What follows belongs to an exercise in optimizing a design on an open flow for small area, a short achievable clock period and few clock cycles per item; a production flow would make more cautious choices. In this exercise RTL edits were held to simulation tests only and were not proved equivalent to the original.

==> 07-16 <==
==> flow/design.v (excerpt) <==
module linear (
	clk,
	rst,
	start,
	ready,
	done,
	p__arg0_0_0,
	p__arg0_0_1,
	p__arg0_0_10,
	p__arg0_0_2,
	p__arg0_0_3,
	p__arg0_0_4,
	p__arg0_0_5,
	p__arg0_0_6,
	p__arg0_0_7,
	p__arg0_0_8,
	p__arg0_0_9,
	p___constant_11x11xf32_0_0,
	p___constant_11x11xf32_0_1,
	p___constant_11x11xf32_0_10,
	p___constant_11x11xf32_0_2,
	p___constant_11x11xf32_0_3,
	p___constant_11x11xf32_0_4,
	p___constant_11x11xf32_0_5,
	p___constant_11x11xf32_0_6,
	p___constant_11x11xf32_0_7,
	p___constant_11x11xf32_0_8,
	p___constant_11x11xf32_0_9,
	p___constant_11x11xf32_10_0,
	p___constant_11x11xf32_10_1,
	p___constant_11x11xf32_10_10,
	p___constant_11x11xf32_10_2,
	p___constant_11x11xf32_10_3,
	p___constant_11x11xf32_10_4,
	p___constant_11x11xf32_10_5,
	p___constant_11x11xf32_10_6,
	p___constant_11x11xf32_10_7,
	p___constant_11x11xf32_10_8,
	p___constant_11x11xf32_10_9,
	p___constant_11x11xf32_1_0,
	p___constant_11x11xf32_1_1,
	p___constant_11x11xf32_1_10,
	p___constant_11x11xf32_1_2,
	p___constant_11x11xf32_1_3,
	p___constant_11x11xf32_1_4,
	p___constant_11x11xf32_1_5,
	p___constant_11x11xf32_1_6,
	p___constant_11x11xf32_1_7,
	p___constant_11x11xf32_1_8,
	p___constant_11x11xf32_1_9,
	p___constant_11x11xf32_2_0,
	p___constant_11x11xf32_2_1,
	p___constant_11x11xf32_2_10,
	p___constant_11x11xf32_2_2,
	p___constant_11x11xf32_2_3,
	p___constant_11x11xf32_2_4,
	p___constant_11x11xf32_2_5,
	p___constant_11x11xf32_2_6,
	p___constant_11x11xf32_2_7,
	p___constant_11x11xf32_2_8,
	p___constant_11x11xf32_2_9,
	p___constant_11x11xf32_3_0,
	p___constant_11x11xf32_3_1,
	p___constant_11x11xf32_3_10,
	p___constant_11x11xf32_3_2,
	p___constant_11x11xf32_3_3,
	p___constant_11x11xf32_3_4,
	p___constant_11x11xf32_3_5,
	p___constant_11x11xf32_3_6,
	p___constant_11x11xf32_3_7,
	p___constant_11x11xf32_3_8,
	p___constant_11x11xf32_3_9,
	p___constant_11x11xf32_4_0,
	p___constant_11x11xf32_4_1,
	p___constant_11x11xf32_4_10,
	p___constant_11x11xf32_4_2,
	p___constant_11x11xf32_4_3,
	p___constant_11x11xf32_4_4,
	p___constant_11x11xf32_4_5,
	p___constant_11x11xf32_4_6,
	p___constant_11x11xf32_4_7,
	p___constant_11x11xf32_4_8,
	p___constant_11x11xf32_4_9,
	p___constant_11x11xf32_5_0,
	p___constant_11x11xf32_5_1,
	p___constant_11x11xf32_5_10,
	p___constant_11x11xf32_5_2,
	p___constant_11x11xf32_5_3,
	p___constant_11x11xf32_5_4,
	p___constant_11x11xf32_5_5,
  ...
Settings: LEC_CHECK=0, CAP_MARGIN=30, CORE_AREA=5 5 555 555, DIE_AREA=0 0 560 560, PLACE_DENSITY=0.7, SETUP_SLACK_MARGIN=5, SLEW_MARGIN=30, TNS_END_PERCENT=100; clock period 8.0 ns.
standard.sh (not shown) runs the stock make flow with config.mk's settings and CLKGATE_MAP_FILE= SYNTH_SCRIPT=/design/flow/synth_recipe.tcl, a recipe that flattens the netlist after the stock synthesis.
==> flow/flow/run.sh <==
#!/bin/bash
# The standard layout, with the port buffers made of the smallest buffer
# cell (sky130_fd_sc_hd__buf_1) instead of the one buffer_ports picks itself.
set -euo pipefail
export BUFFER_PORTS_ARGS="-buffer_cell sky130_fd_sc_hd__buf_1"
bash standard.sh > standard_flow.log 2>&1
==> 05-13 (differences from 07-16) <==
--- a/flow/design.v
+++ b/flow/design.v
@@ -13,15 +13,39 @@
                   (s == 3'd5) ? (f[2:0] != 3'd0) :
                   (s == 3'd6) ? (f != 4'd0) :
                   (s == 3'd7);
 endmodule
 module fadd_s1 (
   input  wire [11:0] X,
   input  wire [11:0] Y,
-  output wire [32:0] M);
+  output wire [24:0] M);
+  function [7:0] ks8(input [7:0] a, input [7:0] b, input cin);
+    reg [8:0] g0, p0, g1, p1, g2, p2, g3;
+    integer i;
+    begin
+      g0[0] = cin;
+      p0[0] = 1'b0;
+      for (i = 0; i < 8; i = i + 1) begin
+        g0[i+1] = a[i] & b[i];
+        p0[i+1] = a[i] ^ b[i];
+      end
+      for (i = 0; i < 9; i = i + 1) begin
+        g1[i] = (i >= 1) ? (g0[i] | (p0[i] & g0[i-1])) : g0[i];
+        p1[i] = (i >= 1) ? (p0[i] & p0[i-1]) : p0[i];
+      end
+      for (i = 0; i < 9; i = i + 1) begin
+        g2[i] = (i >= 2) ? (g1[i] | (p1[i] & g1[i-2])) : g1[i];
+        p2[i] = (i >= 2) ? (p1[i] & p1[i-2]) : p1[i];
+      end
+      for (i = 0; i < 9; i = i + 1)
+        g3[i] = (i >= 4) ? (g2[i] | (p2[i] & g2[i-4])) : g2[i];
+      for (i = 0; i < 8; i = i + 1)
+        ks8[i] = p0[i+1] ^ g3[i];
+    end
+  endfunction
   function ge3(input [2:0] b, input [2:0] a);
     begin
       case ({b, a})
         6'd0: ge3 = 1'b1;
         6'd1: ge3 = 1'b0;
         6'd2: ge3 = 1'b0;
         6'd3: ge3 = 1'b0;
@@ -199,66 +223,67 @@
   wire stY, stX;
   fadd_rsh rY (.f(Y[3:0]), .s(lXY), .e(effSub), .r(shY), .sticky(stY));
   fadd_rsh rX (.f(X[3:0]), .s(lYX), .e(effSub), .r(shX), .sticky(stX));
   wire [7:0] opY = oXY ? {8{effSub}} : {effSub, shY};
   wire [7:0] opX = oYX ? {8{effSub}} : {effSub, shX};
   wire sN = oXY | stY;
   wire sS = oYX | stX;
-  wire [7:0] rN = {2'b01, X[3:0], 2'b00} + opY + {7'd0, effSub & ~sN};
-  wire [7:0] rS = {2'b01, Y[3:0], 2'b00} + opX + {7'd0, effSub & ~sS};
+  wire [7:0] rN = ks8({2'b01, X[3:0], 2'b00}, opY, effSub & ~sN);
+  wire [7:0] rS = ks8({2'b01, Y[3:0], 2'b00}, opX, effSub & ~sS);
   wire [7:0] r0 = swap ? rS : rN;
   wire sticky = swap ? sS : sN;
-  assign M = {nX[11:10], nY[11:10], nX[9:0], nY[9], effSub, selClose, fsc, frc1, r0, sticky};
+  wire [3:0] exnXY = {nX[11:10], nY[11:10]};
+  wire n0101 = (exnX == 2'b01) & (exnY == 2'b01);
+  wire [1:0] exnS = (exnXY == 4'b1110) ? 2'b11 :
+                    (exnXY == 4'b1010) ? {1'b1, effSub} : exnXY[3:2];
+  wire resSign = (selClose & (frc1 == 6'd0)) ? 1'b0 : (nX[9] ^ (selClose & fsc));
+  wire sgnR = (exnXY == 4'b0000) ? (nX[9] & nY[9]) : n0101 ? resSign : nX[9];
+  wire [5:0] frcM = n0101 ? frc1 : {2'b00, nX[3:0]};
+  assign M = {n0101, exnS, sgnR, nX[8:4], selClose, frcM, r0, sticky};
 endmodule
 module fadd_s2 (
-  input  wire [32:0] M,
+  input  wire [24:0] M,
   output wire [11:0] R);
-  wire [3:0] exnXY = M[32:29];
-  wire [9:0] nX = M[28:19];
-  wire nYs = M[18];
-  wire effSub = M[17];
-  wire selClose = M[16];
-  wire fsc = M[15];
+  wire n0101 = M[24];
+  wire [1:0] exnS = M[23:22];
+  wire sgnR = M[21];
+  wire [4:0] eN = M[20:16];
+  wire selClose = M[15];
   wire [5:0] frc1 = M[14:9];
   wire [7:0] r0 = M[8:1];
   wire sticky = M[0];
-  wire [6:0] E = {2'b00, nX[8:4]};
+  wire [6:0] E = {2'b00, eN};
   wire c2 = (frc1[5:2] == 4'd0);
   wire [5:0] n2 = c2 ? {frc1[1:0], 4'b0000} : frc1;
   wire c1 = (n2[5:4] == 2'd0);
   wire [5:0] n1 = c1 ? {n2[3:0], 2'b00} : n2;
   wire c0 = ~n1[5];
   wire [5:0] n0 = c0 ? {n1[4:0], 1'b0} : n1;
   wire [2:0] nz = {c2, c1, c0};
   wire roundClose = n0[0] & n0[1];
   wire closeZero = (frc1 == 6'd0);
   wire [6:0] expClose = E - {4'b0000, nz};
   wire [4:0] fracC = {1'b0, n0[4:1]} + {4'd0, roundClose};
-  wire [6:0] expC = expClose + {6'd0, fracC[4]};
+  wire [6:0] expC = expClose;
   wire [1:0] lb = r0[7:6];
   wire [3:0] f1 = (lb == 2'b00) ? r0[4:1] : (lb == 2'b01) ? r0[5:2] : r0[6:3];
   wire rb = (lb == 2'b00) ? r0[0] : (lb == 2'b01) ? r0[1] : r0[2];
   wire sb = (lb == 2'b00) ? sticky : (lb == 2'b01) ? (r0[0] | sticky) : (r0[1] | r0[0] | sticky);
   wire roundFar = rb & (sb | f1[0]);
   wire [4:0] fracF = {1'b0, f1} + {4'd0, roundFar};
   wire [6:0] Em1 = E - 7'd1, Ep1 = E + 7'd1, Ep2 = E + 7'd2;
   wire cf = fracF[4];
   wire [6:0] expF = (lb == 2'b00) ? (cf ? E : Em1) :
                     (lb == 2'b01) ? (cf ? Ep1 : E) : (cf ? Ep2 : Ep1);
   wire [10:0] rr = selClose ? {expC, fracC[3:0]} : {expF, fracF[3:0]};
   wire zfc = selClose & closeZero;
-  wire resSign = (selClose & closeZero) ? 1'b0 : (nX[9] ^ (selClose & fsc));
   wire [1:0] uo = rr[10:9];
   wire [1:0] exn2 = uo[1] ? 2'b00 : uo[0] ? {~zfc, 1'b0} : {1'b0, ~zfc};
-  wire n0101 = (exnXY == 4'b0101);
-  wire [1:0] exnR = (exnXY == 4'b1110) ? 2'b11 :
-                    (exnXY == 4'b1010) ? {1'b1, effSub} :
-                    n0101 ? exn2 : exnXY[3:2];
-  wire sgnR = (exnXY == 4'b0000) ? (nX[9] & nYs) : n0101 ? resSign : nX[9];
-  wire [8:0] es = n0101 ? rr[8:0] : nX[8:0];
+  wire [1:0] exnR = n0101 ? exn2 : exnS;
+  wire [8:0] es = n0101 ? rr[8:0] : {eN, frc1[3:0]};
   assign R = {exnR, sgnR, es};
 endmodule
 module fmul_s1 (
   input  wire [11:0] X,
   input  wire [11:0] Y,
   output wire [19:0] M);
   wire sign = X[9] ^ Y[9];
@@ -698,16 +723,16 @@
 reg [19:0] mm0;
 wire [19:0] mmd0;
 wire [11:0] m0;
 fmul_s1 mul1_0 (.X(xr), .Y(wr0), .M(mmd0));
 always @(posedge clk) mm0 <= mmd0;
 fmul_s2 mul2_0 (.M(mm0), .R(m0));
 reg [11:0] ax0, ay0;
-reg [32:0] am0;
-wire [32:0] amd0;
+reg [24:0] am0;
+wire [24:0] amd0;
 wire [11:0] s0;
 fadd_s1 add1_0 (.X(ax0), .Y(ay0), .M(amd0));
 always @(posedge clk) am0 <= amd0;
 fadd_s2 add2_0 (.M(am0), .R(s0));
 reg [11:0] wr1;
 always @(posedge clk)
   wr1 <=
@@ -736,16 +761,16 @@
 reg [19:0] mm1;
 wire [19:0] mmd1;
 wire [11:0] m1;
 fmul_s1 mul1_1 (.X(xr), .Y(wr1), .M(mmd1));
 always @(posedge clk) mm1 <= mmd1;
 fmul_s2 mul2_1 (.M(mm1), .R(m1));
 reg [11:0] ax1, ay1;
-reg [32:0] am1;
-wire [32:0] amd1;
+reg [24:0] am1;
+wire [24:0] amd1;
 wire [11:0] s1;
 fadd_s1 add1_1 (.X(ax1), .Y(ay1), .M(amd1));
 always @(posedge clk) am1 <= amd1;
 fadd_s2 add2_1 (.M(am1), .R(s1));
 reg [11:0] wr2;
 always @(posedge clk)
   wr2 <=
@@ -774,16 +799,16 @@
 reg [19:0] mm2;
 wire [19:0] mmd2;
 wire [11:0] m2;
 fmul_s1 mul1_2 (.X(xr), .Y(wr2), .M(mmd2));
 always @(posedge clk) mm2 <= mmd2;
 fmul_s2 mul2_2 (.M(mm2), .R(m2));
 reg [11:0] ax2, ay2;
-reg [32:0] am2;
-wire [32:0] amd2;
+reg [24:0] am2;
+wire [24:0] amd2;
 wire [11:0] s2;
 fadd_s1 add1_2 (.X(ax2), .Y(ay2), .M(amd2));
 always @(posedge clk) am2 <= amd2;
 fadd_s2 add2_2 (.M(am2), .R(s2));
 reg [11:0] wr3;
 always @(posedge clk)
   wr3 <=
@@ -812,16 +837,16 @@
 reg [19:0] mm3;
 wire [19:0] mmd3;
 wire [11:0] m3;
 fmul_s1 mul1_3 (.X(xr), .Y(wr3), .M(mmd3));
 always @(posedge clk) mm3 <= mmd3;
 fmul_s2 mul2_3 (.M(mm3), .R(m3));
 reg [11:0] ax3, ay3;
-reg [32:0] am3;
-wire [32:0] amd3;
+reg [24:0] am3;
+wire [24:0] amd3;
 wire [11:0] s3;
 fadd_s1 add1_3 (.X(ax3), .Y(ay3), .M(amd3));
 always @(posedge clk) am3 <= amd3;
 fadd_s2 add2_3 (.M(am3), .R(s3));
 reg [11:0] wr4;
 always @(posedge clk)
   wr4 <=
@@ -850,16 +875,16 @@
 reg [19:0] mm4;
 wire [19:0] mmd4;
 wire [11:0] m4;
 fmul_s1 mul1_4 (.X(xr), .Y(wr4), .M(mmd4));
 always @(posedge clk) mm4 <= mmd4;
 fmul_s2 mul2_4 (.M(mm4), .R(m4));
 reg [11:0] ax4, ay4;
-reg [32:0] am4;
-wire [32:0] amd4;
+reg [24:0] am4;
+wire [24:0] amd4;
 wire [11:0] s4;
 fadd_s1 add1_4 (.X(ax4), .Y(ay4), .M(amd4));
 always @(posedge clk) am4 <= amd4;
 fadd_s2 add2_4 (.M(am4), .R(s4));
 reg [11:0] wr5;
 always @(posedge clk)
   wr5 <=
@@ -888,16 +913,16 @@
 reg [19:0] mm5;
 wire [19:0] mmd5;
 wire [11:0] m5;
 fmul_s1 mul1_5 (.X(xr), .Y(wr5), .M(mmd5));
 always @(posedge clk) mm5 <= mmd5;
 fmul_s2 mul2_5 (.M(mm5), .R(m5));
 reg [11:0] ax5, ay5;
-reg [32:0] am5;
-wire [32:0] amd5;
+reg [24:0] am5;
+wire [24:0] amd5;
 wire [11:0] s5;
 fadd_s1 add1_5 (.X(ax5), .Y(ay5), .M(amd5));
 always @(posedge clk) am5 <= amd5;
 fadd_s2 add2_5 (.M(am5), .R(s5));
 always @(posedge clk) begin
   if (q_zx) ax0 <= 12'd0;
   else if (!q_xh) ax0 <= s0;
==> flow/config.mk (replaced) <==
export PLATFORM = sky130hd
export DESIGN_NAME = linear
export DESIGN_NICKNAME = linear
export VERILOG_FILES = /design/flow/design.v
export SDC_FILE = /design/flow/constraint.sdc
export NUM_CORES = 4
export LEC_CHECK = 0
export ABC_AREA = 1
export CAP_MARGIN = 30
export CORE_AREA = 5 5 535 535
export DIE_AREA = 0 0 540 540
export PLACE_DENSITY = 0.8
export SETUP_SLACK_MARGIN = 5
export SLEW_MARGIN = 30
export TNS_END_PERCENT = 100
==> 06-17 (differences from 07-16) <==
--- a/flow/design.v
+++ b/flow/design.v
@@ -13,15 +13,39 @@
                   (s == 3'd5) ? (f[2:0] != 3'd0) :
                   (s == 3'd6) ? (f != 4'd0) :
                   (s == 3'd7);
 endmodule
 module fadd_s1 (
   input  wire [11:0] X,
   input  wire [11:0] Y,
-  output wire [32:0] M);
+  output wire [24:0] M);
+  function [7:0] ks8(input [7:0] a, input [7:0] b, input cin);
+    reg [8:0] g0, p0, g1, p1, g2, p2, g3;
+    integer i;
+    begin
+      g0[0] = cin;
+      p0[0] = 1'b0;
+      for (i = 0; i < 8; i = i + 1) begin
+        g0[i+1] = a[i] & b[i];
+        p0[i+1] = a[i] ^ b[i];
+      end
+      for (i = 0; i < 9; i = i + 1) begin
+        g1[i] = (i >= 1) ? (g0[i] | (p0[i] & g0[i-1])) : g0[i];
+        p1[i] = (i >= 1) ? (p0[i] & p0[i-1]) : p0[i];
+      end
+      for (i = 0; i < 9; i = i + 1) begin
+        g2[i] = (i >= 2) ? (g1[i] | (p1[i] & g1[i-2])) : g1[i];
+        p2[i] = (i >= 2) ? (p1[i] & p1[i-2]) : p1[i];
+      end
+      for (i = 0; i < 9; i = i + 1)
+        g3[i] = (i >= 4) ? (g2[i] | (p2[i] & g2[i-4])) : g2[i];
+      for (i = 0; i < 8; i = i + 1)
+        ks8[i] = p0[i+1] ^ g3[i];
+    end
+  endfunction
   function ge3(input [2:0] b, input [2:0] a);
     begin
       case ({b, a})
         6'd0: ge3 = 1'b1;
         6'd1: ge3 = 1'b0;
         6'd2: ge3 = 1'b0;
         6'd3: ge3 = 1'b0;
@@ -199,66 +223,67 @@
   wire stY, stX;
   fadd_rsh rY (.f(Y[3:0]), .s(lXY), .e(effSub), .r(shY), .sticky(stY));
   fadd_rsh rX (.f(X[3:0]), .s(lYX), .e(effSub), .r(shX), .sticky(stX));
   wire [7:0] opY = oXY ? {8{effSub}} : {effSub, shY};
   wire [7:0] opX = oYX ? {8{effSub}} : {effSub, shX};
   wire sN = oXY | stY;
   wire sS = oYX | stX;
-  wire [7:0] rN = {2'b01, X[3:0], 2'b00} + opY + {7'd0, effSub & ~sN};
-  wire [7:0] rS = {2'b01, Y[3:0], 2'b00} + opX + {7'd0, effSub & ~sS};
+  wire [7:0] rN = ks8({2'b01, X[3:0], 2'b00}, opY, effSub & ~sN);
+  wire [7:0] rS = ks8({2'b01, Y[3:0], 2'b00}, opX, effSub & ~sS);
   wire [7:0] r0 = swap ? rS : rN;
   wire sticky = swap ? sS : sN;
-  assign M = {nX[11:10], nY[11:10], nX[9:0], nY[9], effSub, selClose, fsc, frc1, r0, sticky};
+  wire [3:0] exnXY = {nX[11:10], nY[11:10]};
+  wire n0101 = (exnX == 2'b01) & (exnY == 2'b01);
+  wire [1:0] exnS = (exnXY == 4'b1110) ? 2'b11 :
+                    (exnXY == 4'b1010) ? {1'b1, effSub} : exnXY[3:2];
+  wire resSign = (selClose & (frc1 == 6'd0)) ? 1'b0 : (nX[9] ^ (selClose & fsc));
+  wire sgnR = (exnXY == 4'b0000) ? (nX[9] & nY[9]) : n0101 ? resSign : nX[9];
+  wire [5:0] frcM = n0101 ? frc1 : {2'b00, nX[3:0]};
+  assign M = {n0101, exnS, sgnR, nX[8:4], selClose, frcM, r0, sticky};
 endmodule
 module fadd_s2 (
-  input  wire [32:0] M,
+  input  wire [24:0] M,
   output wire [11:0] R);
-  wire [3:0] exnXY = M[32:29];
-  wire [9:0] nX = M[28:19];
-  wire nYs = M[18];
-  wire effSub = M[17];
-  wire selClose = M[16];
-  wire fsc = M[15];
+  wire n0101 = M[24];
+  wire [1:0] exnS = M[23:22];
+  wire sgnR = M[21];
+  wire [4:0] eN = M[20:16];
+  wire selClose = M[15];
   wire [5:0] frc1 = M[14:9];
   wire [7:0] r0 = M[8:1];
   wire sticky = M[0];
-  wire [6:0] E = {2'b00, nX[8:4]};
+  wire [6:0] E = {2'b00, eN};
   wire c2 = (frc1[5:2] == 4'd0);
   wire [5:0] n2 = c2 ? {frc1[1:0], 4'b0000} : frc1;
   wire c1 = (n2[5:4] == 2'd0);
   wire [5:0] n1 = c1 ? {n2[3:0], 2'b00} : n2;
   wire c0 = ~n1[5];
   wire [5:0] n0 = c0 ? {n1[4:0], 1'b0} : n1;
   wire [2:0] nz = {c2, c1, c0};
   wire roundClose = n0[0] & n0[1];
   wire closeZero = (frc1 == 6'd0);
   wire [6:0] expClose = E - {4'b0000, nz};
   wire [4:0] fracC = {1'b0, n0[4:1]} + {4'd0, roundClose};
-  wire [6:0] expC = expClose + {6'd0, fracC[4]};
+  wire [6:0] expC = expClose;
   wire [1:0] lb = r0[7:6];
   wire [3:0] f1 = (lb == 2'b00) ? r0[4:1] : (lb == 2'b01) ? r0[5:2] : r0[6:3];
   wire rb = (lb == 2'b00) ? r0[0] : (lb == 2'b01) ? r0[1] : r0[2];
   wire sb = (lb == 2'b00) ? sticky : (lb == 2'b01) ? (r0[0] | sticky) : (r0[1] | r0[0] | sticky);
   wire roundFar = rb & (sb | f1[0]);
   wire [4:0] fracF = {1'b0, f1} + {4'd0, roundFar};
   wire [6:0] Em1 = E - 7'd1, Ep1 = E + 7'd1, Ep2 = E + 7'd2;
   wire cf = fracF[4];
   wire [6:0] expF = (lb == 2'b00) ? (cf ? E : Em1) :
                     (lb == 2'b01) ? (cf ? Ep1 : E) : (cf ? Ep2 : Ep1);
   wire [10:0] rr = selClose ? {expC, fracC[3:0]} : {expF, fracF[3:0]};
   wire zfc = selClose & closeZero;
-  wire resSign = (selClose & closeZero) ? 1'b0 : (nX[9] ^ (selClose & fsc));
   wire [1:0] uo = rr[10:9];
   wire [1:0] exn2 = uo[1] ? 2'b00 : uo[0] ? {~zfc, 1'b0} : {1'b0, ~zfc};
-  wire n0101 = (exnXY == 4'b0101);
-  wire [1:0] exnR = (exnXY == 4'b1110) ? 2'b11 :
-                    (exnXY == 4'b1010) ? {1'b1, effSub} :
-                    n0101 ? exn2 : exnXY[3:2];
-  wire sgnR = (exnXY == 4'b0000) ? (nX[9] & nYs) : n0101 ? resSign : nX[9];
-  wire [8:0] es = n0101 ? rr[8:0] : nX[8:0];
+  wire [1:0] exnR = n0101 ? exn2 : exnS;
+  wire [8:0] es = n0101 ? rr[8:0] : {eN, frc1[3:0]};
   assign R = {exnR, sgnR, es};
 endmodule
 module fmul_s1 (
   input  wire [11:0] X,
   input  wire [11:0] Y,
   output wire [19:0] M);
   wire sign = X[9] ^ Y[9];
@@ -698,16 +723,16 @@
 reg [19:0] mm0;
 wire [19:0] mmd0;
 wire [11:0] m0;
 fmul_s1 mul1_0 (.X(xr), .Y(wr0), .M(mmd0));
 always @(posedge clk) mm0 <= mmd0;
 fmul_s2 mul2_0 (.M(mm0), .R(m0));
 reg [11:0] ax0, ay0;
-reg [32:0] am0;
-wire [32:0] amd0;
+reg [24:0] am0;
+wire [24:0] amd0;
 wire [11:0] s0;
 fadd_s1 add1_0 (.X(ax0), .Y(ay0), .M(amd0));
 always @(posedge clk) am0 <= amd0;
 fadd_s2 add2_0 (.M(am0), .R(s0));
 reg [11:0] wr1;
 always @(posedge clk)
   wr1 <=
@@ -736,16 +761,16 @@
 reg [19:0] mm1;
 wire [19:0] mmd1;
 wire [11:0] m1;
 fmul_s1 mul1_1 (.X(xr), .Y(wr1), .M(mmd1));
 always @(posedge clk) mm1 <= mmd1;
 fmul_s2 mul2_1 (.M(mm1), .R(m1));
 reg [11:0] ax1, ay1;
-reg [32:0] am1;
-wire [32:0] amd1;
+reg [24:0] am1;
+wire [24:0] amd1;
 wire [11:0] s1;
 fadd_s1 add1_1 (.X(ax1), .Y(ay1), .M(amd1));
 always @(posedge clk) am1 <= amd1;
 fadd_s2 add2_1 (.M(am1), .R(s1));
 reg [11:0] wr2;
 always @(posedge clk)
   wr2 <=
@@ -774,16 +799,16 @@
 reg [19:0] mm2;
 wire [19:0] mmd2;
 wire [11:0] m2;
 fmul_s1 mul1_2 (.X(xr), .Y(wr2), .M(mmd2));
 always @(posedge clk) mm2 <= mmd2;
 fmul_s2 mul2_2 (.M(mm2), .R(m2));
 reg [11:0] ax2, ay2;
-reg [32:0] am2;
-wire [32:0] amd2;
+reg [24:0] am2;
+wire [24:0] amd2;
 wire [11:0] s2;
 fadd_s1 add1_2 (.X(ax2), .Y(ay2), .M(amd2));
 always @(posedge clk) am2 <= amd2;
 fadd_s2 add2_2 (.M(am2), .R(s2));
 reg [11:0] wr3;
 always @(posedge clk)
   wr3 <=
@@ -812,16 +837,16 @@
 reg [19:0] mm3;
 wire [19:0] mmd3;
 wire [11:0] m3;
 fmul_s1 mul1_3 (.X(xr), .Y(wr3), .M(mmd3));
 always @(posedge clk) mm3 <= mmd3;
 fmul_s2 mul2_3 (.M(mm3), .R(m3));
 reg [11:0] ax3, ay3;
-reg [32:0] am3;
-wire [32:0] amd3;
+reg [24:0] am3;
+wire [24:0] amd3;
 wire [11:0] s3;
 fadd_s1 add1_3 (.X(ax3), .Y(ay3), .M(amd3));
 always @(posedge clk) am3 <= amd3;
 fadd_s2 add2_3 (.M(am3), .R(s3));
 reg [11:0] wr4;
 always @(posedge clk)
   wr4 <=
@@ -850,16 +875,16 @@
 reg [19:0] mm4;
 wire [19:0] mmd4;
 wire [11:0] m4;
 fmul_s1 mul1_4 (.X(xr), .Y(wr4), .M(mmd4));
 always @(posedge clk) mm4 <= mmd4;
 fmul_s2 mul2_4 (.M(mm4), .R(m4));
 reg [11:0] ax4, ay4;
-reg [32:0] am4;
-wire [32:0] amd4;
+reg [24:0] am4;
+wire [24:0] amd4;
 wire [11:0] s4;
 fadd_s1 add1_4 (.X(ax4), .Y(ay4), .M(amd4));
 always @(posedge clk) am4 <= amd4;
 fadd_s2 add2_4 (.M(am4), .R(s4));
 reg [11:0] wr5;
 always @(posedge clk)
   wr5 <=
@@ -888,16 +913,16 @@
 reg [19:0] mm5;
 wire [19:0] mmd5;
 wire [11:0] m5;
 fmul_s1 mul1_5 (.X(xr), .Y(wr5), .M(mmd5));
 always @(posedge clk) mm5 <= mmd5;
 fmul_s2 mul2_5 (.M(mm5), .R(m5));
 reg [11:0] ax5, ay5;
-reg [32:0] am5;
-wire [32:0] amd5;
+reg [24:0] am5;
+wire [24:0] amd5;
 wire [11:0] s5;
 fadd_s1 add1_5 (.X(ax5), .Y(ay5), .M(amd5));
 always @(posedge clk) am5 <= amd5;
 fadd_s2 add2_5 (.M(am5), .R(s5));
 always @(posedge clk) begin
   if (q_zx) ax0 <= 12'd0;
   else if (!q_xh) ax0 <= s0;
==> flow/config.mk (replaced) <==
export PLATFORM = sky130hd
export DESIGN_NAME = linear
export DESIGN_NICKNAME = linear
export VERILOG_FILES = /design/flow/design.v
export SDC_FILE = /design/flow/constraint.sdc
export NUM_CORES = 4
export LEC_CHECK = 0
export ABC_AREA = 1
export CAP_MARGIN = 30
export CORE_AREA = 5 5 555 555
export DIE_AREA = 0 0 560 560
export PLACE_DENSITY = 0.7
export SETUP_SLACK_MARGIN = 5
export SLEW_MARGIN = 30
export TNS_END_PERCENT = 100
==> flow_metrics.tcl <==
set metrics [dict create \
    fillCellCount 33800 \
    cts_setup_buffers 197 \
    drt-pass1-iter-count 6 \
    synth_top_family_by_area "simple AND/OR/NAND/NOR gates" \
    synthSimpleGateAreaFrac_pct 35.0 \
    cp.required_ns 8.56 \
    swShare_pct 55.0 \
    worst_clock_skew_ns 0.0602 \
    synth_xor_area_share_pct 4.30 \
    grtUsageMet1_pct 33.6 \
    yosysTopAreaCellShare_pct 19.0 \
    run_status "no timing/DRC/antenna violations" \
]
[end of results for 06-17]
==> flow_metrics.tcl <==
set metrics [dict create \
    run_status "no timing/DRC/antenna violations" \
    yosysTopAreaCellShare_pct 19.0 \
    synth_xor_area_share_pct 4.30 \
    synthSimpleGateAreaFrac_pct 35.0 \
    synth_top_family_by_area "simple AND/OR/NAND/NOR gates" \
    swShare_pct 55.5 \
    worst_clock_skew_ns 0.0529 \
    fillCellCount 30600 \
    drt-pass1-iter-count 9 \
    cts_setup_buffers 163 \
]
[end of results for 05-13]
==> flow_metrics.tcl <==
set metrics [dict create \
    cp.required_ns 8.57 \
    grtUsageMet1_pct 30.0 \
    drt-pass1-iter-count 12 \
    holdWs_ns 0.439 \
    worst_clock_skew_ns 0.0455 \
    fillCellCount 32800 \
    synthSimpleGateAreaFrac_pct 17.4 \
    synth_xor_area_share_pct 7.46 \
    fin_crit_sh_pct 54.9 \
    run_status "no timing/DRC/antenna violations" \
    hpwl_microns 358000 \
    synth_top_family_by_area "compound AO/OA/AOI/OAI gates" \
    yosysTopAreaCellShare_pct 21.8 \
]
[end of results for 07-16]
Testbench counts of 07-16, summed over its fixed seeds: cycles 29,600, items 800.
Testbench counts of 05-13, summed over its fixed seeds: cycles 29,600, items 800.
Testbench counts of 06-17, summed over its fixed seeds: cycles 29,600, items 800.

==> separate check: timing with driven ports <==
The results above use ideal ports. As a check the final layouts listed here were re-extracted and re-timed, cells and wires unchanged.
Step 1, drivers: a clkbuf_16 drives clk and a buf_2 each remaining input, both assumed.
Step 2 adds t to the input delays and takes it off the output delays; t is the mean of the earliest and latest rising clock arrival at the registers after step 1. Input paths then give back, and output paths get back, about the clock's delay inside the block.
a / b / c = no drivers / after step 1 / after step 2; a / b = the first two.
run | t (ns) | slack for setup (ns) | clock arrival spread, ns
07-16 | 0.791 | 3.609 / 3.609 / 3.609 | 0.047 / 0.047
05-13 | 0.820 | 4.776 / 4.776 / 4.277 | 0.060 / 0.060
06-17 | 0.842 | 4.730 / 4.730 / 3.981 | 0.061 / 0.060
After both steps setup and hold are still met in every run listed. The setup slack of 06-17, which loses most, moves by 0.000 ns with the drivers and by -0.749 ns with both steps.
